Background: an optimization exercise with open tools, aiming at small area. Do not read the settings as production practice.
RTL that was checked went through simulation tests only; none was proved equivalent to the original.
No activity file was given, so power comes from the tool's default toggle rates.

==> build 91 <==
Design mainClock, start of the top module:
module mainClock(
    output Vsync,
    output Hsync,
    output [2:0] Rcolor,
    output [2:0] Gcolor,
    output [1:0] Bcolor,
    output reg [3:0] lScore,
    output reg [3:0] rScore,
    output [1:0] winner,
    output reg speakerOut,
    input FPGAclk,
    input reset,
    input startGame,
    input setColor,
    input setSpeed,
    input [2:0] Rinput,
    input [2:0] Ginput,
    input [1:0] Binput,
    input encoderLA,
    input encoderLB,
    input encoderRA,
    input encoderRB
    );
    function [15:0] add;
        input [15:0] a;
        input [15:0] b;
        input ci;
        integer i;
        reg c;
        begin
            c = ci;
            for (i = 0; i < 16; i = i + 1) begin
                add[i] = a[i] ^ b[i] ^ c;
                c = (a[i] & b[i]) | (c & (a[i] ^ b[i]));
            end
        end
    endfunction
    function ltu;
        input [15:0] a;
        input [15:0] b;
        integer i;
        reg c;
        begin
            c = 0;
  ...
Settings: LEC_CHECK=0, CAP_MARGIN=20, CORE_MARGIN=2, CORE_UTILIZATION=55, SLEW_MARGIN=20; clock period 20.0 ns.
standard.sh (not shown) runs the stock make flow with config.mk's settings and CLKGATE_MAP_FILE= SYNTH_SCRIPT=/design/flow/synth_recipe.tcl, a recipe that flattens the netlist after the stock synthesis.
==> flow/flow/run.sh <==
#!/bin/bash
# Own layout flow: the standard ORFS flow (standard.sh) with
#  - an area-oriented ABC script (flow/abc_area.script) for the
#    combinational mapping, and no separate full/half-adder extraction,
#    so ABC maps the adders too;
#  - a clock tree built from clkbuf_4 without dummy loads.
# Registers come from the standard synthesis unchanged (dfflibmap runs before
# ABC, which does not touch flip-flops).  Each tool's full output is in the
# ORFS logs under orfs/logs; make's own output is in flow_make.log here.
set -euo pipefail
rm -rf scripts_area
cp -r "$FLOW_HOME/scripts" scripts_area
cp flow/abc_area.script scripts_area/abc_area.script
bash standard.sh "SCRIPTS_DIR=$PWD/scripts_area" ABC_AREA=1 ADDER_MAP_FILE= \
    "CTS_ARGS=-sink_clustering_enable -repair_clock_nets -dont_use_dummy_load -buf_list sky130_fd_sc_hd__clkbuf_4" \
    finish > flow_make.log 2>&1
==> flow/flow/abc_area.script <==
strash
&get -n
&deepsyn -J 60 -T 600
&put
dch -f
amap
topo
==> build 15: changes against build 91 <==
--- a/flow/design.v
+++ b/flow/design.v
@@ -66,116 +66,114 @@
     reg mr, md;
     reg prevRA, prevLA;
     reg [1:0] gameState;
     reg wl;              
     wire disp = ~(X[9] & (X[8] | X[7]));            
     wire dp = ~ph & disp;                           
     wire cv = (X != 0) & ltu(X, 641);   
     assign Hsync = ~(~ltu(X, 657) & ltu(X, 752));
-    wire yhigh = Y[9] & ((~Y[8] & Y[5] & (Y[3] | (Y[2] & Y[1] & Y[0]))) | (Y[8] & Y[1]));
+    wire yhigh = Y[9] & ((~Y[8] & (Y[3] | (Y[2] & Y[1] & Y[0]))) | (Y[8] & Y[1]));
     assign Vsync = ~yhigh;
     wire x656 = (X == 656);
     wire x799 = X[9] & X[8] & (&X[4:0]);
-    wire y479 = ~Y[9] & Y[8] & Y[7] & Y[6] & (&Y[4:0]);
-    wire y552 = Y[9] & ~Y[8] & Y[5] & Y[3];
+    wire y520 = Y[9] & ~Y[8] & Y[3];
     assign Rcolor = cv ? (Rmem ^ {3{inv}}) : 3'd0;
     assign Gcolor = cv ? (Gmem ^ {3{inv}}) : 3'd0;
     assign Bcolor = cv ? (Bmem ^ {2{inv}}) : 2'd0;
     wire g3 = gameState[1] & gameState[0];
     assign winner = {g3 & ~wl, g3 & wl};
-    wire [8:0] V = Y[8:0];
+    wire ge480 = Y[9] | (&Y[8:5]);
+    wire [9:0] V = ge480 ? {4'b0, Y[9], Y[4:0]} : Y;
+    wire ff = Y[9] & Y[8];   
     wire [4:0] step = 5'd17 - {1'b0, gameSpeed[7:4]};
     wire run = gameState[1] | gameState[0];
     wire mvR = run & encoderRA & ~prevRA;
     wire mvL = run & encoderLA & ~prevLA;
-    wire [15:0] rsum = add({7'b0, rp}, {6'b0, {5{encoderRB}}, step ^ {5{encoderRB}}}, encoderRB);
-    wire [15:0] lsum = add({7'b0, lp}, {6'b0, {5{encoderLB}}, step ^ {5{encoderLB}}}, encoderLB);
-    wire rok = encoderRB ? ~rsum[9] : ltu(rsum[8:0], 355);
-    wire lok = encoderLB ? ~lsum[9] : ltu(lsum[8:0], 355);
+    wire [15:0] rsum = add({7'b0, rp}, {11'b0, step} ^ {16{encoderRB}}, encoderRB);
+    wire [15:0] lsum = add({7'b0, lp}, {11'b0, step} ^ {16{encoderLB}}, encoderLB);
+    wire rok = encoderRB ? ~rsum[15] : ltu(rsum, 355);
+    wire lok = encoderLB ? ~lsum[15] : ltu(lsum, 355);
     wire [8:0] rp_n = (mvR & rok) ? rsum[8:0] : rp;
     wire [8:0] lp_n = (mvL & lok) ? lsum[8:0] : lp;
     wire [8:0] pd = X[9] ? rp_n : lp_n;
-    wire [15:0] dP = add({7'b0, V}, {6'b0, 1'b1, ~pd}, 1'b1);
-    wire vP = ~dP[9] & ~ltu(dP[8:0], 16) & ltu(dP[8:0], 115);
+    wire [15:0] dP = add({6'b0, V}, ~{7'b0, pd}, 1'b1);
+    wire vP = ~dP[15] & ~ltu(dP, 16) & ltu(dP, 115);
     wire hP = (~ltu(X, 601) & ltu(X, 620)) | (~ltu(X, 21) & ltu(X, 40));
-    wire [15:0] dBH = add({7'b0, X[9:1]}, {6'b0, 1'b1, ~bh}, 1'b1);
-    wire hB = ~dBH[9] & ltu(dBH[8:0], 10) & ((dBH[3:0] != 0) | X[0]);
-    wire [15:0] dBV = add({8'b0, V[8:1]}, {7'b0, 1'b1, ~bv}, 1'b1);
-    wire vB = ~dBV[8] & ~ltu(dBV[7:0], 8) & (ltu(dBV[7:0], 17) | ((dBV[7:0] == 17) & ~V[0]));
-    wire hit = (hP & vP) | (hB & vB);
+    wire [15:0] dBH = add({7'b0, X[9:1]}, ~{7'b0, bh}, 1'b1);
+    wire hB = ~dBH[15] & ltu(dBH, 10) & ((dBH[3:0] != 0) | X[0]);
+    wire [15:0] dBV = add({7'b0, V[9:1]}, ~{8'b0, bv}, 1'b1);
+    wire vB = ~dBV[15] & ~ltu(dBV, 8) & (ltu(dBV, 17) | ((dBV[9:0] == 17) & ~V[0]));
+    wire hit = ((hP & vP) | (hB & vB)) & ~ff;
     wire [7:0] gs_n = setSpeed ? {Rinput, Ginput, Binput} : gameSpeed;
     wire stepNow = ~ltu(gameCount, gs_n);
     wire s1 = gameState == 1;
     wire s2 = gameState == 2;
     wire gstep = dp & s1 & stepNow;
     wire rw = mr & bh[8] & bh[5] & bh[4] & bh[2] & bh[1];    
     wire lw = ~mr & (bh == 0);
     wire wall = rw | lw;
     wire lwin = rw & lScore[3] & lScore[0];                  
     wire rwin = lw & rScore[3] & rScore[0];
     wire win = lwin | rwin;
     wire [8:0] pc_ = mr ? rp_n : lp_n;
-    wire [15:0] dC = add({7'b0, bv, 1'b0}, {6'b0, 1'b1, ~pc_}, 1'b1);
-    wire pHit = dC[9] ? ~ltu(dC[8:0], 9'h1ed) : ltu(dC[8:0], 100);
+    wire [15:0] dC = add({7'b0, bv, 1'b0}, ~{7'b0, pc_}, 1'b1);
+    wire pHit = dC[15] ? ~ltu(dC, 16'hffed) : ltu(dC, 100);
     wire inCol = mr ? (~ltu(bh, 291) & ltu(bh, 300)) : (ltu(bh, 20) & ~ltu(bh, 11));
     wire phit = ~wall & inCol & pHit;
     wire lt6200 = ltu(pauseCount, 6200);
     wire tinc = playTone & lt6200;
     wire tz = playTone & ~lt6200;
     wire s3ns = dp & g3 & ~startGame;
     wire s23 = (dp & s2) | s3ns;
-    wire [15:0] pc1 = add({2'b0, pauseCount}, 0, tinc);
-    wire [15:0] pcsum = add(pc1, 0, s23);
+    wire [15:0] pcsum = add({2'b0, pauseCount}, {14'b0, tinc & s23, 1'b0}, tinc ^ s23);
     wire gt1250 = ~tz & (tinc ? ~ltu(pauseCount, 1250) : ~ltu(pauseCount, 1251));
     wire ge625 = ~tz & (tinc ? ~ltu(pauseCount, 624) : ~ltu(pauseCount, 625));
     wire pclr = (gstep & win) | (s3ns & gt1250) | tz;
-    always @(posedge FPGAclk) begin
-        prevRA <= encoderRA;
-        prevLA <= encoderLA;
-        if (dp) inv <= hit;
-        if (gstep & wall) wl <= rw;
-    end
     always @(posedge FPGAclk or posedge reset) begin
         if (reset) begin
-            ph <= 0; X <= 656; Y <= 1021;
+            ph <= 0; X <= 656; Y <= 1021; inv <= 0;
             Rmem <= 0; Gmem <= 0; Bmem <= 0;
             gameSpeed <= 128; gameCount <= 0; pauseCount <= 0; toneFrq <= 0; playTone <= 1;
             speakerOut <= 0;
             lp <= 190; rp <= 190; bh <= 155; bv <= 115; mr <= 0; md <= 0;
-            gameState <= 0; lScore <= 0; rScore <= 0;
+            prevRA <= 0; prevLA <= 0; gameState <= 0; wl <= 0; lScore <= 0; rScore <= 0;
         end else begin
             ph <= ~ph;
+            prevRA <= encoderRA;
+            prevLA <= encoderLA;
             rp <= rp_n;
             lp <= lp_n;
             if (tinc) begin
                 toneFrq <= add(toneFrq, 0, 1);
                 if (&toneFrq) speakerOut <= ~speakerOut;
             end
             playTone <= (playTone & lt6200) | (gstep & phit);
             pauseCount <= pclr ? {13'b0, tz & s23} : pcsum[13:0];
             if (~ph) begin
                 X <= x799 ? 10'd0 : add(X, 0, 1);
-                if (x656) Y <= y479 ? 10'd512 : y552 ? 10'd0 : add(Y, 0, 1);
+                if (x656) Y <= y520 ? 10'd0 : add(Y, 0, 1);
             end
             if (dp) begin
+                inv <= hit;
                 if (setColor) begin
                     Rmem <= Rinput; Gmem <= Ginput; Bmem <= Binput;
                 end
                 gameSpeed <= gs_n;
                 case (gameState)
                     0: if (startGame) gameState <= 1;
                     1: begin
                         gameCount <= stepNow ? 8'd0 : add(gameCount, 0, 1);
                         if (stepNow) begin
                             if (wall) begin
                                 mr <= lw;
                                 bh <= 155;
                                 bv <= md ? 116 : 114;
                                 gameState <= win ? 2'd3 : 2'd2;
+                                wl <= rw;
                                 if (rw & ~win) lScore <= add(lScore, 0, 1);
                                 if (lw & ~win) rScore <= add(rScore, 0, 1);
                             end else begin
                                 if (phit) mr <= ~mr;
                                 else bh <= add(bh, mr ? 0 : 16'hffff, mr);
                                 if (md) begin
                                     bv <= add(bv, (bv == 218) ? 16'hffff : 0, bv != 218);
                                     if (bv == 218) md <= 0;
==> flow/run.sh (new file) <==
#!/bin/bash
# synth_recipe.tcl (not shown) runs the flow's synth.tcl, then flattens the netlist and writes it again
# the make line also repeats each setting of config.mk as NAME=value (left out here)
make -C /OpenROAD-flow-scripts/flow DESIGN_CONFIG=/design/flow/config.mk WORK_HOME=/design/flow/orfs CLKGATE_MAP_FILE= SYNTH_SCRIPT=/design/flow/synth_recipe.tcl finish
CORE_UTILIZATION = 40   (was 55)
removed: flow/flow/run.sh
removed: flow/flow/abc_area.script
removed: flow/standard.sh
==> comparison table <==
| item | build 15 | build 91 |
|---|---|---|
| Final RePlAce weighted congestion | 0.829 | 0.930 |
| Pin slew with the least headroom to its limit | 0.879 ns | 0.874 ns |
| Layout Area Growth over Synthesis | 13.9% | 10.8% |
| Critical path's largest stage delay | 0.71 ns | 0.60 ns |
| M3 GR Usage | 3.67% | 5.24% |
| Area fraction in and, or, nand and nor cells after synthesis | 15.1% | 20.9% |
| Worst-case hold slack | 0.476 ns | 0.495 ns |
| Status | no timing/DRC/antenna violations | no timing/DRC/antenna violations |
| Top-area cell type share of the netlist area | 23.5% | 27.8% |
| Clock group | 0.290 mW | 0.112 mW |
| All-layer global routing usage | 18.3% | 27.2% |
| Worst slew margin relative to its limit | 41.2% | 41.1% |
| Worst setup timing slack at the placement stage | 5.90 ns | 7.79 ns |
| Static leakage power | 4.56 nW | 2.86 nW |
| Detailed-routing wirelength on met1 | 9300 µm | 7910 µm |
| Combinational logic power | 0.506 mW | 0.245 mW |
| Critical path origin | encoderRB | encoderLB |
| Share of the yosys chip area belonging to registers | 34.5% | 42.9% |
| Setup clock skew after layout | 0.00999 ns | 0.0352 ns |
| Total met3 wirelength after detailed routing | 452 µm | 938 µm |
| Total Routed Length | 19100 µm | 17300 µm |
| Crit-path most repeated cell | sky130_fd_sc_hd__fa_1 | sky130_fd_sc_hd__o21ai_0 |
| Core Rows | 53 | 40 |
| Reg-to-Reg Start | gameSpeed[4] | gameSpeed[5] |
| Drt via density | 5.16 | 6.04 |
| End of the worst register-to-register path | bh[3] | bh[7] |
Only the layout flow was run in build 15; the RTL was not checked for function there.

==> port drivers added, routing unchanged <==
Ports are ideal in the flow. The routed layouts listed here were re-timed in OpenROAD. Step 1 assumes that a clkbuf_16 drives the clock port and a buf_2 every other input. Step 2 moves the port delays by t, midway between the first and last clock arrival at a register: inputs arrive t later, outputs are due t later. That takes back most of the time a late clock gives input paths. a / b / c = ideal ports / drivers / drivers and shift; a / b = the first two.
| run | shift t [ns] | setup WS [ns] | worst setup path after step 2 | clock arrival spread, ns | worst slew at a driven data input, ns |
|---|---|---|---|---|---|
| build 91 | 0.560 | 8.141 / 8.152 / 7.592 | input to register | 0.039 / 0.039 | 0.03 |
| build 15 | 0.474 | 6.373 / 6.392 / 5.918 | input to register | 0.010 / 0.011 | 0.04 |
After both steps setup and hold are still met in every run listed. The setup slack of build 91, which loses most, moves by +0.011 ns with the drivers and by -0.549 ns with both steps.
